This is an optimization exercise on Yosys and OpenROAD, whose aim is small area, not a production implementation. At most, simulation tests tie the RTL to the original design; equivalence was not proved. The clock input has no modelled driver; a real chip could not lean on it and would need a root buffer or a full tree. Power is estimated from default activity; no workload was simulated.

==> flow/design.v <==
`timescale 1ns / 1ps
module Simon(
    output [3:0]    an,
    output [6:0]    seg,
    output [15:0]   led,
    input  [3:0]    sw,
    input           clk,
    input           btnR,      
    input           btnL,      
    input           btnC       
    );
localparam N = 11;      
localparam LW = N - 3;  
wire        rst = ~sw[3];
reg  [1:0]  state;
reg  [2:0]  round;
reg  [2:0]  count;
reg  [7:0]  ran_bits;    
reg  [7:0]  bits;        
reg  [N-1:0] A;
reg  [N-1:0] B;
reg         P1, P2;      
reg         R1, R2;      
reg         dl;          
reg         dlR;         
reg         dbL, dbR;    
reg         X;           
wire s0 = (state == 2'd0);
wire s1 = (state == 2'd1);
wire s2 = (state == 2'd2);
wire s3 = (state == 2'd3);
wire center_pressed = dl  & ~X;
wire left_pressed   = dl  & ~dbL;
wire right_pressed  = dlR & ~dbR;
wire b          = bits[count];
wire wrong      = (right_pressed & ~b) | (left_pressed & b);
wire any        = right_pressed | left_pressed;
wire last       = (count == round);
wire [LW-1:0] lo = A[LW-1:0];
wire lo_zero = ~|lo;
wire lo_last = lo[LW-1] & ~|lo[LW-2:0];       
wire lo_fb;
generate
    if (LW == 8)      assign lo_fb = lo[7] ^ lo[5] ^ lo[4] ^ lo[3] ^ ~|lo[6:0];
    else if (LW == 3) assign lo_fb = lo[2] ^ lo[1] ^ ~|lo[1:0];
    else if (LW == 2) assign lo_fb = lo[1] ^ lo[0] ^ ~lo[0];
    else              assign lo_fb = ~lo[0];
endgenerate
wire [LW-1:0] lo_next;
generate
    if (LW > 1) assign lo_next = {lo[LW-2:0], lo_fb};
    else        assign lo_next = lo_fb;
endgenerate
wire [2:0] hi = A[N-1:N-3];
wire a_ones     = lo_last & (&hi);
wire a_zero     = lo_zero & ~|hi;
wire [3:0] top  = B[3:0];
wire flash_done = a_zero & (top == {1'b0, round} + 4'd1);
wire msg_blank  = a_ones & (&top[2:0]);
wire msg_end    = msg_blank & ~top[3];
reg  [1:0]  nstate;
always @* begin
    nstate = state;
    case (state)
        2'd0: if (center_pressed) nstate = 2'd1;
        2'd1: if (flash_done)     nstate = 2'd2;
        2'd2: if (wrong)          nstate = 2'd3;
              else if (any && last) nstate = (round == 3'd7) ? 2'd3 : 2'd1;
        default: if (msg_end)     nstate = 2'd0;
    endcase
end
wire trans = (nstate != state);
wire a_clr = ~state[0] & (P1 ^ P2);
wire b_clr = ~state[0] & (R1 ^ R2);
wire [2:0] hi_inc = hi + {2'd0, lo_last};
wire [2:0] hi_next = {hi_inc[2] | (hi[2] & ~state[0]), hi_inc[1:0]};
wire b_cin = ~state[0] | a_ones;
wire [N-1:0] b_inc = B + {{(N-1){1'b0}}, b_cin};
wire [N-1:0] b_next = {b_inc[N-1] | B[N-1], b_inc[N-2:0]};
wire a_almost = lo_last & hi[1] & hi[0];           
wire l_upd = A[N-1] | (trans & a_almost & ~(P1 ^ P2));
wire r_upd = B[N-1] | (trans & (&B[N-2:0]) & ~(R1 ^ R2));
always @(posedge clk) begin
    if (rst) begin
        state    <= 2'd0;
        round    <= 3'd0;
        count    <= 3'd0;
        ran_bits <= 8'd0;
        bits     <= 8'd0;
        A        <= {N{1'b0}};
        B        <= {N{1'b0}};
        P1       <= 1'b0;
        P2       <= 1'b0;
        R1       <= 1'b0;
        R2       <= 1'b0;
        dl       <= 1'b0;
        dlR      <= 1'b0;
        dbL      <= 1'b0;
        dbR      <= 1'b0;
        X        <= 1'b0;
    end else begin
        state    <= nstate;
        ran_bits <= ran_bits + 8'd1;
        if (s0 && !center_pressed)
            bits <= ran_bits;
        case (state)
            2'd0: begin round <= 3'd0; count <= 3'd0; end
            2'd1: count <= 3'd0;
            2'd2: if (!wrong && any) begin
                      if (!last)               count <= count + 3'd1;
                      else if (round != 3'd7)  round <= round + 3'd1;
                  end
            default: ;
        endcase
        if (trans) begin
            A <= {{(N-LW){~state[0]}}, ~state[0], {(LW-1){1'b0}}};
            B <= {{(N-4){1'b0}}, {4{~state[0]}}};
        end else begin
            A <= a_clr ? {N{1'b0}} : {hi_next, lo_next};
            B <= b_clr ? {N{1'b0}} : b_next;
        end
        P1  <= s0 ? btnC : (s2 & btnL);
        P2  <= ~state[0] & P1;
        R1  <= s2 & btnR;
        R2  <= s2 & R1;
        dl  <= s0 ? X : (s2 & dbL);
        dlR <= s2 & dbR;
        if (s2 && l_upd) dbL <= P2;
        if (s2 && r_upd) dbR <= R2;
        case (state)
            2'd0: if (A[N-1]) X <= P2;
            2'd1: ;
            2'd2: X <= ~wrong;
            default: if (msg_end) X <= 1'b0;
        endcase
    end
end
wire lit = s1 & ~top[3] & A[N-1];
wire fb  = bits[top[2:0]];
wire [1:0] led_flash = lit ? {~fb, fb} : 2'b00;
wire show = s3 & ~msg_blank;
reg  [3:0] an_d;
reg  [6:0] seg_d;
always @* begin
    case (A[N-2:N-3])
        2'b00: begin an_d = 4'b0111; seg_d = X ? 7'b0011001 : 7'b1000111; end
        2'b01: begin an_d = 4'b1011; seg_d = X ? 7'b0000110 : 7'b1000000; end
        2'b10: begin an_d = 4'b1101; seg_d = X ? 7'b0001000 : 7'b0010010; end
        default: begin an_d = 4'b1110; seg_d = X ? 7'b0001001 : 7'b0000110; end
    endcase
end
assign an  = show ? an_d  : 4'b1111;
assign seg = show ? seg_d : 7'b1111111;
assign led[15:8] = sw[0] ? bits : 8'd0;
assign led[7:6]  = sw[1] ? state : 2'd0;
assign led[5:4]  = led_flash;
assign led[3]    = 1'b0;
assign led[2:0]  = sw[2] ? round : count;
endmodule
export LEC_CHECK = 0
export CAP_MARGIN = 20
export CORE_MARGIN = 2
export CORE_UTILIZATION = 40
export SLEW_MARGIN = 20
create_clock -name core_clock -period 10.0 [get_ports {clk}]
standard.sh (not shown) runs the stock make flow with config.mk's settings and CLKGATE_MAP_FILE= SYNTH_SCRIPT=/design/flow/synth_recipe.tcl, a recipe that flattens the netlist after the stock synthesis.
==> flow/flow/run.sh <==
#!/bin/bash
# The standard layout with these changes:
#  - port buffers use the smallest buffer cell (every port still gets one);
#  - after floorplan, the combinational logic is re-mapped for area with
#    OpenROAD's restructure (ABC); registers are left as synthesis made them;
set -euo pipefail
export BUFFER_PORTS_ARGS="-buffer_cell sky130_fd_sc_hd__buf_1"
export POST_FLOORPLAN_TCL="$(pwd)/flow/restructure.tcl"
export CTS_ARGS="-sink_clustering_enable -repair_clock_nets -dont_use_dummy_load"
export POST_CTS_TCL="$(pwd)/flow/post_cts.tcl"
bash standard.sh > standard_flow.log 2>&1
Other scripts of this flow, unchanged in this note and not shown: flow/flow/post_cts.tcl, flow/flow/restructure.tcl
Then changed:
--- a/flow/design.v
+++ b/flow/design.v
@@ -33,5 +33,6 @@
 wire left_pressed   = dl  & ~dbL;
 wire right_pressed  = dlR & ~dbR;
-wire b          = bits[count];
+wire [2:0] bidx = state[0] ? B[2:0] : count;
+wire b          = bits[bidx];
 wire wrong      = (right_pressed & ~b) | (left_pressed & b);
 wire any        = right_pressed | left_pressed;
@@ -137,5 +138,5 @@
 end
 wire lit = s1 & ~top[3] & A[N-1];
-wire fb  = bits[top[2:0]];
+wire fb  = b;
 wire [1:0] led_flash = lit ? {~fb, fb} : 2'b00;
 wire show = s3 & ~msg_blank;
After rerunning: Worst hold slack improves by 0.016 ns; synthesized cell count fell by 0.61%; design area barely changes; total power rose by 23%; first-iteration DRC count fell by 23%; clock skew fell by 0.012 ns; final cell count rose by 0.85%; via count rose by 1.7%; register-to-register slack degrades by 0.43 ns.

========
RTL: the design.v shown in full above, as it stands there.
clock: 10.0 ns
lec_check: 0
cap_margin: 20
core_margin: 2
core_utilization: 40
slew_margin: 20
==> flow/flow/run.sh <==
#!/bin/bash
# The standard layout with these changes:
#  - after the standard synthesis, the combinational logic between the
#    flip-flops is re-mapped for area with Yosys/ABC (deepsyn, dch, amap),
#    trying a few random seeds and keeping the smallest netlist that Yosys
#    proves equivalent to the standard one; the flip-flops are untouched
#    (remap.ys, remap_check.ys);
#  - port buffers use the smallest buffer cell (every port still gets one);
set -euo pipefail
W=$(pwd)
P=$FLOW_PLATFORM
PD=$FLOW_HOME/platforms/$P
LIB=$(ls $PD/lib/sky130_fd_sc_hd__tt_025C_1v80.lib)
YOSYS=$FLOW_HOME/../tools/install/yosys/bin/yosys
RES=$W/orfs/results/$P/Simon/base

export BUFFER_PORTS_ARGS="-buffer_cell sky130_fd_sc_hd__buf_1"
export CTS_ARGS="-sink_clustering_enable -repair_clock_nets -dont_use_dummy_load"
export POST_CTS_TCL="$W/flow/post_cts.tcl"

# 1. the standard synthesis
bash standard.sh synth > standard_synth.log 2>&1

# 2. re-map the combinational logic
D=$W/remap
mkdir -p $D
python3 $W/flow/split_lib.py $PD/config.mk $LIB $D > $D/split_lib.log 2>&1
cp $RES/1_2_yosys.v $D/1_2_yosys.standard.v
remap_seed() {
  local seed=$1
  printf 'strash\n&get -n\n&deepsyn -J 50 -T 60 -S %s\n&put\ndch -f\namap -m -Q 0.1 -F 20 -A 20 -C 5000\ntopo\n' $seed > $D/abc_$seed.script
  for f in remap remap_check; do
    sed -e "s#@DIR@#$D#g" -e "s#@FLOW@#$W/flow#g" -e "s#@TOP@#$FLOW_TOP#g" -e "s#@SEED@#$seed#g" \
      $W/flow/$f.ys > $D/${f}_$seed.ys
  done
  if $YOSYS -s $D/remap_$seed.ys > $D/yosys_$seed.log 2>&1 &&
     $YOSYS -s $D/remap_check_$seed.ys > $D/yosys_check_$seed.log 2>&1; then
    echo "$seed $(grep 'Chip area' $D/yosys_$seed.log | tail -1 | awk '{print $NF}')" > $D/area_$seed.txt
  fi
}
for batch in "0 1 2 3" "4 5 6 7"; do
  for seed in $batch; do remap_seed $seed & done
  wait
done
# keep the smallest netlist that was proved equivalent (else the standard one)
cat $D/area_*.txt > $D/areas.log 2>/dev/null || true
best=$(sort -k2 -g $D/areas.log | head -1 | awk '{print $1}')
if [[ -n "$best" ]]; then
  echo "using seed $best" >> $D/areas.log
  cp $D/remap_$best.v $RES/1_2_yosys.v
fi

# 3. the rest of the standard layout, from the re-mapped netlist
bash standard.sh > standard_flow.log 2>&1
Other scripts of this flow, unchanged in this note and not shown: flow/flow/dff_model.v, flow/flow/post_cts.tcl, flow/flow/remap.ys, flow/flow/remap_check.ys, flow/flow/split_lib.py
Next try:
--- a/flow/design.v
+++ b/flow/design.v
@@ -87,15 +87,11 @@
         count    <= 3'd0;
         ran_bits <= 8'd0;
         bits     <= 8'd0;
         A        <= {N{1'b0}};
-        B        <= {N{1'b0}};
         P1       <= 1'b0;
         P2       <= 1'b0;
-        R1       <= 1'b0;
-        R2       <= 1'b0;
         dl       <= 1'b0;
-        dlR      <= 1'b0;
         dbL      <= 1'b0;
         dbR      <= 1'b0;
         X        <= 1'b0;
     end else begin
@@ -111,21 +107,15 @@
                       else if (round != 3'd7)  round <= round + 3'd1;
                   end
             default: ;
         endcase
-        if (trans) begin
+        if (trans)
             A <= {{(N-LW){~state[0]}}, ~state[0], {(LW-1){1'b0}}};
-            B <= {{(N-4){1'b0}}, {4{~state[0]}}};
-        end else begin
+        else
             A <= a_clr ? {N{1'b0}} : {hi_next, lo_next};
-            B <= b_clr ? {N{1'b0}} : b_next;
-        end
         P1  <= s0 ? btnC : (s2 & btnL);
         P2  <= ~state[0] & P1;
-        R1  <= s2 & btnR;
-        R2  <= s2 & R1;
         dl  <= s0 ? X : (s2 & dbL);
-        dlR <= s2 & dbR;
         if (s2 && l_upd) dbL <= P2;
         if (s2 && r_upd) dbR <= R2;
         case (state)
             2'd0: if (A[N-1]) X <= P2;
@@ -133,8 +123,17 @@
             2'd2: X <= ~wrong;
             default: if (msg_end) X <= 1'b0;
         endcase
     end
+end
+always @(posedge clk) begin
+    if (trans)
+        B <= {{(N-4){1'b0}}, {4{~state[0]}}};
+    else
+        B <= b_clr ? {N{1'b0}} : b_next;
+    R1  <= s2 & btnR;
+    R2  <= s2 & R1;
+    dlR <= s2 & dbR;
 end
 wire lit = s1 & ~top[3] & A[N-1];
 wire fb  = bits[top[2:0]];
 wire [1:0] led_flash = lit ? {~fb, fb} : 2'b00;
Clock power rises by 4.2%.
Setup slack degrades by 0.019 ns.
Total power grows by 31%.
Die area increases by 0.73%.
Cell count falls by 0.93%.
Global-route usage goes down by 0.59 points.
Only the layout flow was run in the second run of this note; the RTL was not checked for function there.

========
RTL: the design.v shown in full above, as it stands there.
export LEC_CHECK = 0
export CAP_MARGIN = 20
export CORE_MARGIN = 2
export CORE_UTILIZATION = 40
export SLEW_MARGIN = 20
create_clock -name core_clock -period 10.0 [get_ports {clk}]
==> flow/flow/run.sh <==
#!/bin/bash
# The standard layout with two changes:
#  - port buffers use the smallest buffer cell (every port still gets one);
#  - after floorplan, the combinational logic is re-mapped for area with
#    OpenROAD's restructure (ABC); registers are left as synthesis made them.
set -euo pipefail
export BUFFER_PORTS_ARGS="-buffer_cell sky130_fd_sc_hd__buf_1"
export POST_FLOORPLAN_TCL="$(pwd)/flow/restructure.tcl"
export CTS_ARGS="-sink_clustering_enable -repair_clock_nets -dont_use_dummy_load"
bash standard.sh > standard_flow.log 2>&1
==> flow/flow/restructure.tcl <==
# Re-map the combinational logic for area (registers are not touched).
set rmp_lib [lindex $::env(LIB_FILES) 0]
set rmp_lo "[lindex $::env(TIELO_CELL_AND_PORT) 0]/[lindex $::env(TIELO_CELL_AND_PORT) 1]"
set rmp_hi "[lindex $::env(TIEHI_CELL_AND_PORT) 0]/[lindex $::env(TIEHI_CELL_AND_PORT) 1]"
set rmp_dir $::env(OBJECTS_DIR)/restructure
file mkdir $rmp_dir
puts "restructure: before"
report_design_area
restructure -target area -liberty_file $rmp_lib -tielo_port $rmp_lo -tiehi_port $rmp_hi \
  -work_dir $rmp_dir -abc_logfile $::env(LOG_DIR)/2_1_restructure_abc.log
puts "restructure: after"
report_design_area
Then changed:
--- a/flow/design.v
+++ b/flow/design.v
@@ -89,11 +89,7 @@
         bits     <= 8'd0;
         A        <= {N{1'b0}};
-        B        <= {N{1'b0}};
         P1       <= 1'b0;
         P2       <= 1'b0;
-        R1       <= 1'b0;
-        R2       <= 1'b0;
         dl       <= 1'b0;
-        dlR      <= 1'b0;
         dbL      <= 1'b0;
         dbR      <= 1'b0;
@@ -113,17 +109,11 @@
             default: ;
         endcase
-        if (trans) begin
+        if (trans)
             A <= {{(N-LW){~state[0]}}, ~state[0], {(LW-1){1'b0}}};
-            B <= {{(N-4){1'b0}}, {4{~state[0]}}};
-        end else begin
+        else
             A <= a_clr ? {N{1'b0}} : {hi_next, lo_next};
-            B <= b_clr ? {N{1'b0}} : b_next;
-        end
         P1  <= s0 ? btnC : (s2 & btnL);
         P2  <= ~state[0] & P1;
-        R1  <= s2 & btnR;
-        R2  <= s2 & R1;
         dl  <= s0 ? X : (s2 & dbL);
-        dlR <= s2 & dbR;
         if (s2 && l_upd) dbL <= P2;
         if (s2 && r_upd) dbR <= R2;
@@ -135,4 +125,13 @@
         endcase
     end
+end
+always @(posedge clk) begin
+    if (trans)
+        B <= {{(N-4){1'b0}}, {4{~state[0]}}};
+    else
+        B <= b_clr ? {N{1'b0}} : b_next;
+    R1  <= s2 & btnR;
+    R2  <= s2 & R1;
+    dlR <= s2 & dbR;
 end
 wire lit = s1 & ~top[3] & A[N-1];
Global-route usage rises by 0.36 points.
Clock power stays flat.
Wire length rises by 2.2%.
Worst hold slack loses 0.030 ns.
Die area rises by 3.1%.
The RTL of the second run of this note was laid out without a check of its function.

========
// Simon: RTL as listed in full above, without the edits since
==> flow/config.mk <==
export PLATFORM = sky130hd
export DESIGN_NAME = Simon
export DESIGN_NICKNAME = Simon
export VERILOG_FILES = /design/flow/design.v
export SDC_FILE = /design/flow/constraint.sdc
export NUM_CORES = 4
export LEC_CHECK = 0
export CAP_MARGIN = 20
export CORE_MARGIN = 2
export CORE_UTILIZATION = 40
export SLEW_MARGIN = 20
==> flow/constraint.sdc <==
create_clock -name core_clock -period 10.0 [get_ports {clk}]
set_input_delay 2.0000 -clock core_clock [delete_from_list [all_inputs] [get_ports {clk}]]
set_output_delay 2.0000 -clock core_clock [all_outputs]
set_load 0.01 [all_outputs]
==> flow/flow/run.sh <==
#!/bin/bash
# The standard layout with these changes:
#  - port buffers use the smallest buffer cell (every port still gets one);
#  - after floorplan, the combinational logic is re-mapped for area with
#    OpenROAD's restructure (ABC); registers are left as synthesis made them;
set -euo pipefail
export BUFFER_PORTS_ARGS="-buffer_cell sky130_fd_sc_hd__buf_1"
export POST_FLOORPLAN_TCL="$(pwd)/flow/restructure.tcl"
export CTS_ARGS="-sink_clustering_enable -repair_clock_nets -dont_use_dummy_load"
export POST_CTS_TCL="$(pwd)/flow/post_cts.tcl"
bash standard.sh > standard_flow.log 2>&1
Other scripts of this flow, unchanged in this note and not shown: flow/flow/post_cts.tcl, flow/flow/restructure.tcl
Then changed:
--- a/flow/design.v
+++ b/flow/design.v
@@ -30,11 +30,12 @@
 wire s2 = (state == 2'd2);
 wire s3 = (state == 2'd3);
 wire center_pressed = dl  & ~X;
 wire left_pressed   = dl  & ~dbL;
 wire right_pressed  = dlR & ~dbR;
-wire b          = bits[count];
+wire [2:0] bidx = state[0] ? B[2:0] : count;
+wire b          = bits[bidx];
 wire wrong      = (right_pressed & ~b) | (left_pressed & b);
 wire any        = right_pressed | left_pressed;
 wire last       = (count == round);
 wire [LW-1:0] lo = A[LW-1:0];
 wire lo_zero = ~|lo;
@@ -134,11 +135,11 @@
             default: if (msg_end) X <= 1'b0;
         endcase
     end
 end
 wire lit = s1 & ~top[3] & A[N-1];
-wire fb  = bits[top[2:0]];
+wire fb  = b;
 wire [1:0] led_flash = lit ? {~fb, fb} : 2'b00;
 wire show = s3 & ~msg_blank;
 reg  [3:0] an_d;
 reg  [6:0] seg_d;
 always @* begin
=>
- hold slack gets worse by 0.023 ns
- die area rose by 0.97%
- cell count rose by about 1.3%
- via count rose by 1.3%
- non-clock buffer count is unchanged
- critical path depth fell by 4
- final area rose by 0.31%
- wire length rose by about 0.37%
- clock skew fell by 0.0089 ns

==> static timing again, ports no longer ideal <==
The flow's constraints put no driver on any port. The routed layouts listed below were extracted and timed again, unchanged, in two steps.
Step 1 (the two cells are an assumption about what drives the block):
set clk [get_ports {clk}]
set_driving_cell -lib_cell sky130_fd_sc_hd__clkbuf_16 $clk
set_driving_cell -lib_cell sky130_fd_sc_hd__buf_2 [delete_from_list [all_inputs] $clk]
Step 2, shift: input delay + t, output delay - t, t = (earliest + latest rising clock arrival at the registers) / 2. This alone moves slack from input paths to output paths.
Three values: no drivers, after step 1, after step 2; two values: the first two.
run | shift t [ns] | setup slack, ns | worst setup path after step 2 | worst slew at a driven data input, ns | cell pins on the clock port's net
the first run of note 1 | 0.203 | 5.288 / 5.234 / 5.410 | input to output | 0.03 | 4
the second run of note 1 | 0.200 | 5.204 / 5.150 / 5.349 | register to output | 0.03 | 4
the first run of note 2 | 0.188 | 5.406 / 5.381 / 5.381 | input to output | 0.03 | 4
the second run of note 2 | 0.179 | 5.386 / 5.358 / 5.361 | input to output | 0.03 | 4
the first run of note 3 | 0.324 | 5.249 / 5.219 / 5.392 | input to output | 0.03 | 1
the second run of note 3 | 0.339 | 5.184 / 5.154 / 5.405 | input to output | 0.03 | 1
the first run of note 4 | 0.199 | 5.436 / 5.384 / 5.416 | input to output | 0.03 | 4
the second run of note 4 | 0.199 | 5.170 / 5.116 / 5.195 | register to register | 0.03 | 4
After both steps every run listed still meets setup and hold.
